This is an optimization exercise on Yosys and OpenROAD, whose aim is small area and a short achievable clock period, not a production implementation. In this exercise RTL edits were held to simulation tests only and were not proved equivalent to the original. Power is estimated from default activity; no workload was simulated.

## flow/design.v (module list and top-level ports; edited modules follow where they fit)
// module ALU: 3015 lines
// module fadd: 4 lines
// module hadd: 4 lines
module ALU(clk_fake, opCode, inA, inB, dataOut);
  // ...
==> flow/flow/run.sh <==
#!/bin/bash
# The standard layout (the standard.sh, ORFS synthesis to finish), except that the
# port buffers are sky130_fd_sc_hd__buf_2 instead of the slow delay cell ORFS picks.
# Every port still gets its own buffer.  The full tool output goes to standard.log.
set -o pipefail
bash standard.sh "BUFFER_PORTS_ARGS=-buffer_cell sky130_fd_sc_hd__buf_2" finish > standard.log 2>&1
==> flow/standard.sh <==
#!/bin/bash
# synth_recipe.tcl (not shown) runs the flow's synth.tcl, then flattens the netlist and writes it again
# the make line also repeats each setting of config.mk as NAME=value (left out here)
make -C /OpenROAD-flow-scripts/flow DESIGN_CONFIG=/design/flow/config.mk WORK_HOME=/design/flow/orfs CLKGATE_MAP_FILE= SYNTH_SCRIPT=/design/flow/synth_recipe.tcl "${@:-finish}"
==> flow/config.mk <==
export PLATFORM = sky130hd
export DESIGN_NAME = ALU
export DESIGN_NICKNAME = ALU
export VERILOG_FILES = /design/flow/design.v
export SDC_FILE = /design/flow/constraint.sdc
export NUM_CORES = 4
export LEC_CHECK = 0
export CAP_MARGIN = 20
export CORE_MARGIN = 2
export CORE_UTILIZATION = 55
export PLACE_DENSITY = 0.7
export SETUP_SLACK_MARGIN = 5
export SLEW_MARGIN = 20
export SYNTH_HIERARCHICAL = 1
export TNS_END_PERCENT = 0
==> flow/constraint.sdc <==
create_clock -name core_clock -period 9.5 [get_ports {clk_fake}]
set_input_delay 1.9000 -clock core_clock [delete_from_list [all_inputs] [get_ports {clk_fake}]]
set_output_delay 1.9000 -clock core_clock [all_outputs]
set_load 0.01 [all_outputs]
==> metrics.yaml, run 1 <==
detailed_routing:
  wl_met1_um: 60080
  route.vias.total: 39115
worst_setup_path:
  worst-endpoint-required_ns: 9.83
  cp_buf_inv_count: 2
  crit_fanout: 33
  timing.critical_path.to_type: "flop"
sta:
  finalCritPeriodShare: 0.4981
  achievable-frequency_mhz: 211.3
  grt_setup_unrepaired: "yes"
  report.final.setup_viol: 0
  worst_slew_pin_slew_ns: 1.318
  drv_slew: 0
  fin_skew_ns: 0.02128
synth:
  synth_top_cells_by_area: "sky130_fd_sc_hd__fa_1 36%, sky130_fd_sc_hd__nand2_1 11%, sky130_fd_sc_hd__dfxtp_1 11%"
  asyncSetResetFlopFracSynth: 0
  synth-seq-area-share: 0.1981
  yosysTopAreaCellShare: 0.3637
  post-synth-top-count-cell: "sky130_fd_sc_hd__nand2_1"
hold_path:
  whs_endpoint: "dataOut[90]"
  min_path_type: "flop to flop"
die:
  n_tap_cell: 1060
  placementRows: 104
  dieWidth_um: 288.4
  die_height_um: 288.4
  die_area_mm2: 0.08315
placed_design:
  dp_hpwl_um: 117000
  placedInstanceArea_mm2: 0.04656
final_layout:
  finish.utilization: 0.6178
  num-nonclk-inverters: 194
  layout.cells.most_common_list: "1,319 x sky130_fd_sc_hd__nand2_1, 804 x sky130_fd_sc_hd__fa_1, 380 x sky130_fd_sc_hd__o21ai_0"
grt:
  grt_start_max_net_pins: 129
  top_usage_layer: "met2"
  met3_track_usage_gr: 0.1361
  global_route.overflow_total: 0
pwr:
  swShare: 0.4409
  power.sequential.fraction: 0.226
  seq-power_mw: 2.47
  ir_worst_vdd_mv: 0.1269
  top_power_group: "combinational cells"
clock_tree:
  cts.clk_slew.worst_paths_ns: 0.06
  postCtsResizedCells: 117
  tritoncts_num_sinks: 376
  post_cts_buffers: 21
  cts_tree: "yes"
status:
  result_of_the_run: "finished clean"
==> inputs of run 2 (changes only) <==
--- a/flow/design.v
+++ b/flow/design.v
@@ -2995,19 +2995,45 @@
     wire [15:0] bh = op_imm ? inB[15:0] : inB[32*g+16 +: 16];
     wire [15:0] xl = op_mul ? ms[g][15:0]  : (al ^ {16{op_sub}});
     wire [15:0] xh = op_mul ? ms[g][31:16] : (ah ^ {16{op_sub}});
     wire [15:0] yl = op_mul ? mc[g][15:0]  : bl;
     wire [15:0] yh = op_mul ? mc[g][31:16] : bh;
     wire [16:0] mlo = {1'b0, ms[g][15:0]} + {1'b0, mc[g][15:0]};
     wire ch = op_mul ? mlo[16] : op_sub;
     assign prod[32*g +: 32] = sum[32*g +: 32];
-    wire [16:0] sl = {xl, op_sub} + {yl, op_sub};
-    wire [16:0] sh = {xh, ch} + {yh, ch};
-    assign sum[32*g +: 32] = {sh[16:1], sl[16:1]};
+    wire [15:0] pl = xl ^ yl, gl = xl & yl;
+    wire [16:0] Gl0 = {gl, op_sub};
+    wire [16:0] Pl0 = {pl, 1'b0};
+    wire [16:0] Gl1 = {Gl0[16], Gl0[15] | (Pl0[15] & Gl0[14]), Gl0[14], Gl0[13] | (Pl0[13] & Gl0[12]), Gl0[12], Gl0[11] | (Pl0[11] & Gl0[10]), Gl0[10], Gl0[9] | (Pl0[9] & Gl0[8]), Gl0[8], Gl0[7] | (Pl0[7] & Gl0[6]), Gl0[6], Gl0[5] | (Pl0[5] & Gl0[4]), Gl0[4], Gl0[3] | (Pl0[3] & Gl0[2]), Gl0[2], Gl0[1] | (Pl0[1] & Gl0[0]), Gl0[0]};
+    wire [16:0] Pl1 = {Pl0[16], Pl0[15] & Pl0[14], Pl0[14], Pl0[13] & Pl0[12], Pl0[12], Pl0[11] & Pl0[10], Pl0[10], Pl0[9] & Pl0[8], Pl0[8], Pl0[7] & Pl0[6], Pl0[6], Pl0[5] & Pl0[4], Pl0[4], Pl0[3] & Pl0[2], Pl0[2], Pl0[1] & Pl0[0], Pl0[0]};
+    wire [16:0] Gl2 = {Gl1[16], Gl1[15] | (Pl1[15] & Gl1[13]), Gl1[14] | (Pl1[14] & Gl1[13]), Gl1[13], Gl1[12], Gl1[11] | (Pl1[11] & Gl1[9]), Gl1[10] | (Pl1[10] & Gl1[9]), Gl1[9], Gl1[8], Gl1[7] | (Pl1[7] & Gl1[5]), Gl1[6] | (Pl1[6] & Gl1[5]), Gl1[5], Gl1[4], Gl1[3] | (Pl1[3] & Gl1[1]), Gl1[2] | (Pl1[2] & Gl1[1]), Gl1[1], Gl1[0]};
+    wire [16:0] Pl2 = {Pl1[16], Pl1[15] & Pl1[13], Pl1[14] & Pl1[13], Pl1[13], Pl1[12], Pl1[11] & Pl1[9], Pl1[10] & Pl1[9], Pl1[9], Pl1[8], Pl1[7] & Pl1[5], Pl1[6] & Pl1[5], Pl1[5], Pl1[4], Pl1[3] & Pl1[1], Pl1[2] & Pl1[1], Pl1[1], Pl1[0]};
+    wire [16:0] Gl3 = {Gl2[16], Gl2[15] | (Pl2[15] & Gl2[11]), Gl2[14] | (Pl2[14] & Gl2[11]), Gl2[13] | (Pl2[13] & Gl2[11]), Gl2[12] | (Pl2[12] & Gl2[11]), Gl2[11], Gl2[10], Gl2[9], Gl2[8], Gl2[7] | (Pl2[7] & Gl2[3]), Gl2[6] | (Pl2[6] & Gl2[3]), Gl2[5] | (Pl2[5] & Gl2[3]), Gl2[4] | (Pl2[4] & Gl2[3]), Gl2[3], Gl2[2], Gl2[1], Gl2[0]};
+    wire [16:0] Pl3 = {Pl2[16], Pl2[15] & Pl2[11], Pl2[14] & Pl2[11], Pl2[13] & Pl2[11], Pl2[12] & Pl2[11], Pl2[11], Pl2[10], Pl2[9], Pl2[8], Pl2[7] & Pl2[3], Pl2[6] & Pl2[3], Pl2[5] & Pl2[3], Pl2[4] & Pl2[3], Pl2[3], Pl2[2], Pl2[1], Pl2[0]};
+    wire [16:0] Gl4 = {Gl3[16], Gl3[15] | (Pl3[15] & Gl3[7]), Gl3[14] | (Pl3[14] & Gl3[7]), Gl3[13] | (Pl3[13] & Gl3[7]), Gl3[12] | (Pl3[12] & Gl3[7]), Gl3[11] | (Pl3[11] & Gl3[7]), Gl3[10] | (Pl3[10] & Gl3[7]), Gl3[9] | (Pl3[9] & Gl3[7]), Gl3[8] | (Pl3[8] & Gl3[7]), Gl3[7], Gl3[6], Gl3[5], Gl3[4], Gl3[3], Gl3[2], Gl3[1], Gl3[0]};
+    wire [16:0] Pl4 = {Pl3[16], Pl3[15] & Pl3[7], Pl3[14] & Pl3[7], Pl3[13] & Pl3[7], Pl3[12] & Pl3[7], Pl3[11] & Pl3[7], Pl3[10] & Pl3[7], Pl3[9] & Pl3[7], Pl3[8] & Pl3[7], Pl3[7], Pl3[6], Pl3[5], Pl3[4], Pl3[3], Pl3[2], Pl3[1], Pl3[0]};
+    wire [16:0] Gl5 = {Gl4[16] | (Pl4[16] & Gl4[15]), Gl4[15], Gl4[14], Gl4[13], Gl4[12], Gl4[11], Gl4[10], Gl4[9], Gl4[8], Gl4[7], Gl4[6], Gl4[5], Gl4[4], Gl4[3], Gl4[2], Gl4[1], Gl4[0]};
+    wire [16:0] Pl5 = {Pl4[16] & Pl4[15], Pl4[15], Pl4[14], Pl4[13], Pl4[12], Pl4[11], Pl4[10], Pl4[9], Pl4[8], Pl4[7], Pl4[6], Pl4[5], Pl4[4], Pl4[3], Pl4[2], Pl4[1], Pl4[0]};
+    wire [15:0] sl = pl ^ Gl5[15:0];
+    wire [15:0] ph = xh ^ yh, gh = xh & yh;
+    wire [16:0] Gh0 = {gh, ch};
+    wire [16:0] Ph0 = {ph, 1'b0};
+    wire [16:0] Gh1 = {Gh0[16], Gh0[15] | (Ph0[15] & Gh0[14]), Gh0[14], Gh0[13] | (Ph0[13] & Gh0[12]), Gh0[12], Gh0[11] | (Ph0[11] & Gh0[10]), Gh0[10], Gh0[9] | (Ph0[9] & Gh0[8]), Gh0[8], Gh0[7] | (Ph0[7] & Gh0[6]), Gh0[6], Gh0[5] | (Ph0[5] & Gh0[4]), Gh0[4], Gh0[3] | (Ph0[3] & Gh0[2]), Gh0[2], Gh0[1] | (Ph0[1] & Gh0[0]), Gh0[0]};
+    wire [16:0] Ph1 = {Ph0[16], Ph0[15] & Ph0[14], Ph0[14], Ph0[13] & Ph0[12], Ph0[12], Ph0[11] & Ph0[10], Ph0[10], Ph0[9] & Ph0[8], Ph0[8], Ph0[7] & Ph0[6], Ph0[6], Ph0[5] & Ph0[4], Ph0[4], Ph0[3] & Ph0[2], Ph0[2], Ph0[1] & Ph0[0], Ph0[0]};
+    wire [16:0] Gh2 = {Gh1[16], Gh1[15] | (Ph1[15] & Gh1[13]), Gh1[14] | (Ph1[14] & Gh1[13]), Gh1[13], Gh1[12], Gh1[11] | (Ph1[11] & Gh1[9]), Gh1[10] | (Ph1[10] & Gh1[9]), Gh1[9], Gh1[8], Gh1[7] | (Ph1[7] & Gh1[5]), Gh1[6] | (Ph1[6] & Gh1[5]), Gh1[5], Gh1[4], Gh1[3] | (Ph1[3] & Gh1[1]), Gh1[2] | (Ph1[2] & Gh1[1]), Gh1[1], Gh1[0]};
+    wire [16:0] Ph2 = {Ph1[16], Ph1[15] & Ph1[13], Ph1[14] & Ph1[13], Ph1[13], Ph1[12], Ph1[11] & Ph1[9], Ph1[10] & Ph1[9], Ph1[9], Ph1[8], Ph1[7] & Ph1[5], Ph1[6] & Ph1[5], Ph1[5], Ph1[4], Ph1[3] & Ph1[1], Ph1[2] & Ph1[1], Ph1[1], Ph1[0]};
+    wire [16:0] Gh3 = {Gh2[16], Gh2[15] | (Ph2[15] & Gh2[11]), Gh2[14] | (Ph2[14] & Gh2[11]), Gh2[13] | (Ph2[13] & Gh2[11]), Gh2[12] | (Ph2[12] & Gh2[11]), Gh2[11], Gh2[10], Gh2[9], Gh2[8], Gh2[7] | (Ph2[7] & Gh2[3]), Gh2[6] | (Ph2[6] & Gh2[3]), Gh2[5] | (Ph2[5] & Gh2[3]), Gh2[4] | (Ph2[4] & Gh2[3]), Gh2[3], Gh2[2], Gh2[1], Gh2[0]};
+    wire [16:0] Ph3 = {Ph2[16], Ph2[15] & Ph2[11], Ph2[14] & Ph2[11], Ph2[13] & Ph2[11], Ph2[12] & Ph2[11], Ph2[11], Ph2[10], Ph2[9], Ph2[8], Ph2[7] & Ph2[3], Ph2[6] & Ph2[3], Ph2[5] & Ph2[3], Ph2[4] & Ph2[3], Ph2[3], Ph2[2], Ph2[1], Ph2[0]};
+    wire [16:0] Gh4 = {Gh3[16], Gh3[15] | (Ph3[15] & Gh3[7]), Gh3[14] | (Ph3[14] & Gh3[7]), Gh3[13] | (Ph3[13] & Gh3[7]), Gh3[12] | (Ph3[12] & Gh3[7]), Gh3[11] | (Ph3[11] & Gh3[7]), Gh3[10] | (Ph3[10] & Gh3[7]), Gh3[9] | (Ph3[9] & Gh3[7]), Gh3[8] | (Ph3[8] & Gh3[7]), Gh3[7], Gh3[6], Gh3[5], Gh3[4], Gh3[3], Gh3[2], Gh3[1], Gh3[0]};
+    wire [16:0] Ph4 = {Ph3[16], Ph3[15] & Ph3[7], Ph3[14] & Ph3[7], Ph3[13] & Ph3[7], Ph3[12] & Ph3[7], Ph3[11] & Ph3[7], Ph3[10] & Ph3[7], Ph3[9] & Ph3[7], Ph3[8] & Ph3[7], Ph3[7], Ph3[6], Ph3[5], Ph3[4], Ph3[3], Ph3[2], Ph3[1], Ph3[0]};
+    wire [16:0] Gh5 = {Gh4[16] | (Ph4[16] & Gh4[15]), Gh4[15], Gh4[14], Gh4[13], Gh4[12], Gh4[11], Gh4[10], Gh4[9], Gh4[8], Gh4[7], Gh4[6], Gh4[5], Gh4[4], Gh4[3], Gh4[2], Gh4[1], Gh4[0]};
+    wire [16:0] Ph5 = {Ph4[16] & Ph4[15], Ph4[15], Ph4[14], Ph4[13], Ph4[12], Ph4[11], Ph4[10], Ph4[9], Ph4[8], Ph4[7], Ph4[6], Ph4[5], Ph4[4], Ph4[3], Ph4[2], Ph4[1], Ph4[0]};
+    wire [15:0] sh = ph ^ Gh5[15:0];
+    assign sum[32*g +: 32] = {sh, sl};
   end endgenerate
   wire [127:0] ld = opCode[1] ? {4{inB[31:0]}} : {4{16'h0000, inB[15:0]}};
   wire [127:0] lg = opCode[1] ? (inA & inB) : (inA | inB);
   wire [127:0] res = ~opCode[2] ? ld : ~opCode[4] ? sum : ~opCode[3] ? prod : lg;
   wire valid = (opCode == 6'd0) || (opCode == 6'd2) || (opCode == 6'd4) ||
                (opCode == 6'd6) || (opCode == 6'd12) || (opCode == 6'd20) ||
                (opCode == 6'd28) || (opCode == 6'd30);
   always_ff @(posedge clk_fake)
==> flow/config.mk (replaced) <==
export PLATFORM = sky130hd
export DESIGN_NAME = ALU
export DESIGN_NICKNAME = ALU
export VERILOG_FILES = /design/flow/design.v
export SDC_FILE = /design/flow/constraint.sdc
export NUM_CORES = 4
export LEC_CHECK = 0
export CAP_MARGIN = 30
export CORE_MARGIN = 2
export CORE_UTILIZATION = 55
export CTS_CLUSTER_DIAMETER = 90
export CTS_CLUSTER_SIZE = 40
export PLACE_DENSITY = 0.7
export SETUP_SLACK_MARGIN = 5
export SLEW_MARGIN = 20
export SYNTH_HIERARCHICAL = 1
export TNS_END_PERCENT = 0
==> metrics.yaml, run 2 <==
detailed_routing:
  wl_per_cell_um: 27.99  # was 27.52 µm
  drt.antenna.violating_nets: 0  # unchanged
  first_iter_violations: 4612  # was 4,829
  drc: 0  # unchanged
  post_drt_via_cell_ratio: 6.398  # was 6.364
  route.final.wire_length_um: 166900  # was 169,100 µm
  detail_route.first_pass.iterations: 9  # was 8
  route.vias.total: 38153  # was 39,115
placed_design:
  port_buffers: 390  # unchanged
  dp_hpwl_um: 114600  # was 117,000 µm
  dp_slack_ns: 3.104  # was 3.119 ns
  placedInstanceArea_mm2: 0.04596  # was 0.04656 mm²
  globalplace.congestion: 0.9988  # was 1.011
die:
  die_area_mm2: 0.08211  # was 0.08315 mm²
  die_height_um: 286.5  # was 288.4 µm
  floorplan.core_area_mm2: 0.07900  # was 0.08029 mm²
  placementRows: 103  # was 104
  dieWidth_um: 286.5  # was 288.4 µm
  ioPinCount: 391  # unchanged
  initial_core_utilization: 0.5558  # was 0.5539
synth:
  post-synth-top-count-cell: "sky130_fd_sc_hd__nand2_1"  # unchanged
  synth_area_per_cell_um2: 9.155  # was 9.052 µm²
  postSynth.topFlopCell: "sky130_fd_sc_hd__dfxtp_1"  # unchanged
  asyncSetResetFlopFracSynth: 0  # unchanged
  ys.warnings.count: 7  # unchanged
  synth_top_cells_by_area: "sky130_fd_sc_hd__fa_1 38%, sky130_fd_sc_hd__dfxtp_1 11%, sky130_fd_sc_hd__nand2_1 10%"  # was sky130_fd_sc_hd__fa_1 36%, sky130_fd_sc_hd__nand2_1 11%, sky130_fd_sc_hd__dfxtp_1 11%
  syn-instance-count: 4796  # was 4,913
  mapped_nets: 6079  # was 6,180
  syn_area_mm2: 0.04391  # was 0.04447 mm²
  synth-seq-area-share: 0.2006  # was 0.1981
  yosysTopAreaCellShare: 0.3793  # was 0.3637
  most_frequent_cells_after_synthesis: "1,201 x sky130_fd_sc_hd__nand2_1, 832 x sky130_fd_sc_hd__fa_1, 394 x sky130_fd_sc_hd__a21oi_1, 301 x sky130_fd_sc_hd__clkbuf_1, 301 x sky130_fd_sc_hd__nor2_1"  # was 1,331 x sky130_fd_sc_hd__nand2_1, 808 x sky130_fd_sc_hd__fa_1, 389 x sky130_fd_sc_hd__o21ai_0, 321 x sky130_fd_sc_hd__a21oi_1, 318 x sky130_fd_sc_hd__clkbuf_1
  synth_seq_cells: 376  # unchanged
  yosysTopAreaCell: "sky130_fd_sc_hd__fa_1"  # unchanged
  yosysUniqueCellTypes: 61  # was 78
  synth_edf_count: 128  # unchanged
worst_setup_path:
  crit_fanout: 18  # was 33
  timing.critical_path.to_type: "flop"  # unchanged
  path_class: "input pin to flop"  # unchanged
  worst-endpoint-required_ns: 10.02  # was 9.83 ns
  crit_path_start_kind: "input pin"  # unchanged
  worst-endpoint-arrival_ns: 5.04  # was 5.06 ns
grt:
  grt.total_usage: 0.4019  # was 0.4069
  global_route.overflow_total: 0  # unchanged
  grt_pass1_wl_um: 243100  # was 248,800 µm
  first_global_vias: 38651  # was 39,666
  grt_start_max_net_pins: 129  # unchanged
  antenna_found_initial: 9  # was 16
final_layout:
  final_cell_area_mm2: 0.04814  # was 0.04960 mm²
  largest_register: "dataOut"  # unchanged
  largest_reg_flops: 128  # unchanged
  area.growth.synth_to_final_pct: 9.638  # was 11.52%
  layout.filler_cells: 6732  # was 6,825
  layout.nets: 6167  # was 6,306
  layout.cells.most_common: "sky130_fd_sc_hd__nand2_1"  # unchanged
  layout.cells.most_common_list: "1,187 x sky130_fd_sc_hd__nand2_1, 828 x sky130_fd_sc_hd__fa_1, 381 x sky130_fd_sc_hd__a21oi_1"  # was 1,319 x sky130_fd_sc_hd__nand2_1, 804 x sky130_fd_sc_hd__fa_1, 380 x sky130_fd_sc_hd__o21ai_0
  ratio_of_cells_with_drive_above_1_in_the_final_layout: 0.1195  # was 0.1286
clock_tree:
  clock_tree.root_cell: "sky130_fd_sc_hd__clkbuf_16"  # unchanged
  number_of_buffers_inserted_during_clock_tree_synthesis: 27  # was 46
  cts_tree: "yes"  # unchanged
  htreeDepth: 1  # was 2
  insertion_delay_ns: 0.64  # was 0.62 ns
  tritoncts_num_sinks: 376  # unchanged
  cts.path.max_buffers: 3  # unchanged
  cts.clk_slew.worst_paths_ns: 0.11  # was 0.06 ns
sta:
  setup_ws_ns: 4.987  # was 4.768 ns
  post_route_worst_hold_slack_ns: 0.9360  # was 0.9617 ns
  fin_skew_ns: 0.02853  # was 0.02128 ns
  drv_slew: 0  # unchanged
  worst_slew_pin_slew_ns: 1.228  # was 1.318 ns
  grt_setup_unrepaired: "yes"  # unchanged
  report.final.setup_viol: 0  # unchanged
  finalHoldViolCount: 0  # unchanged
  crit_path_time_final_ns: 4.513  # was 4.732 ns
  finalCritPeriodShare: 0.4750  # was 0.4981
  finalSetupTns_ns: 0  # unchanged
  achievable-frequency_mhz: 221.6  # was 211.3 MHz
  slew_headroom: 0.1784  # was 0.1180
hold_path:
  min_path_type: "flop to flop"  # unchanged
status:
  result_of_the_run: "finished clean"  # unchanged
pwr:
  static-leakage-power_nw: 19.17  # was 19.83 nW
  ir_worst_vdd_mv: 0.1491  # was 0.1269 mV
  power_per_cell_area_mw_per_mm2: 207.8  # was 220.5 mW/mm²
flow_run:
  drv_cap: 0  # unchanged
[run 2: cell count changes in the layout (fill, tap and decap cells not counted), sizes merged, moves of 10 or more]
| cell | change |
|---|---|
| maj3 | -10 |
| o21bai | -12 |
| inv | +36 |
| o221ai | -11 |
| nand2 | -130 |
| o211ai | +23 |
| fa | +24 |
| a211oi | -16 |
| o21ai | -99 |
| a21oi | +72 |
| buf | -36 |
| xor2 | -19 |
| nor2 | +76 |
| clkbuf | -14 |
[run 2: repair_timing]
action / CTS / global route
hold buffers: 0 / 0
resized for setup: 60 / 74
cloned: 8 / 9
endpoints found under the setup margin: 249 / 165
buffers inserted: 0 / 24
pin swaps: 0 / 11
[run 2: cells by family after synthesis]
logic type | count (synthesis) | synth area share
buffers and inverters | 619 | 0.05320
adders and majority gates | 1028 | 0.4347
xor gates and xnor gates | 225 | 0.04488
AOI/OAI and AO/OA | 911 | 0.1181
DFF | 376 | 0.2006
and+or+nand+nor | 1627 | 0.1460
muxes | 10 | 0.002479
[run 2: metrics by stage]
step / power (mW) / std cells / util
after global placement: 8.193 / 5859 / 0.5813
after CTS: 9.754 / 5922 / 0.6007
final: 10.00 / 5963 / 0.6094
after detailed placement: 8.315 / 5864 / 0.5818
after floorplan: 6.500 / 4796 / -
after global routing: 10.76 / 5958 / 0.6092
[run 2: Yosys stat by module (local to each module, per instance)]
module  cells  times used
ALU      3996           1
fadd        1         800
[run 2: layout make-up]
type	instances	area, µm²	share of cell area
well taps	1050	1314	0.02729
flip-flops and latches	376	8808	0.1830
inverters	219	850.8	0.01767
diodes	8	20.02	0.0004159
repair buffers	458	3080	0.06399
repair inverters	1	11.26	0.0002339
clock inverters	22	309.0	0.006420
multi-input cells	3801	33040	0.6864
clock buffers	28	700.7	0.01456
[run 2: worst max-delay path: stages]
cell                      delay [ns]
sky130_fd_sc_hd__buf_2          0.48
sky130_fd_sc_hd__nand2_1        0.18
sky130_fd_sc_hd__fa_1           0.53
sky130_fd_sc_hd__fa_1           0.49
sky130_fd_sc_hd__fa_1           0.49
sky130_fd_sc_hd__fa_1           0.52
sky130_fd_sc_hd__fa_1           0.43
[run 2: metal layers]
metal	routed length [µm]	vias to the layer above	global-route usage
met1	58450	18849	0.5170
met3	25200	643	0.1455
met4	11820	8	0.2332
met2	71360	3068	0.5864
met5	48	-	0
li1	-	15585	-
[run 2: final timing paths]
path,from,end,cells past startpoint,slack [ns]
worst max-delay path,inB[101],mr3_17_1,7,4.99
worst min-delay path,mr1_30_0,dataOut[62],4,0.94
worst max register to register,mr0_7_1,dataOut[23],23,5.14
worst min register to register,mr1_30_0,dataOut[62],4,0.94
[run 2: power breakdown]
group | total, mW | leakage, nW | switching, mW | internal (mW)
sequential | 2.49 | 3.28 | 0.233 | 2.26
combinational | 6.13 | 15.4 | 3.52 | 2.60
clock | 1.39 | 0.488 | 0.789 | 0.601
total | 10.0 | 19.2 | 4.55 | 5.46

## port drivers added, routing unchanged
The flow's constraints put no driver on any port. The routed layouts listed below were extracted and timed again, unchanged, in two steps. Step 1: set_driving_cell puts a clkbuf_16 on clk_fake and a buf_2 on each other input, an assumption about the parent block. Step 2 times the ports against the registers' clock, not the clock port: input delays grow and output delays shrink by t, the midpoint of the rising clock arrivals with the driver on. a / b / c = no drivers / after step 1 / after step 2; a / b = the first two.
run | shift t [ns] | setup WS [ns] | worst setup path at the end | worst slew at a driven data input, ns
run 1 | 0.675 | 4.768 / 4.565 / 3.890 | input to register | 0.30
run 2 | 0.701 | 4.987 / 4.855 / 4.154 | input to register | 0.26
After both steps setup and hold are still met in every run listed. For run 1, which loses most, drivers alone change the setup slack by -0.203 ns; drivers and shift together by -0.878 ns.
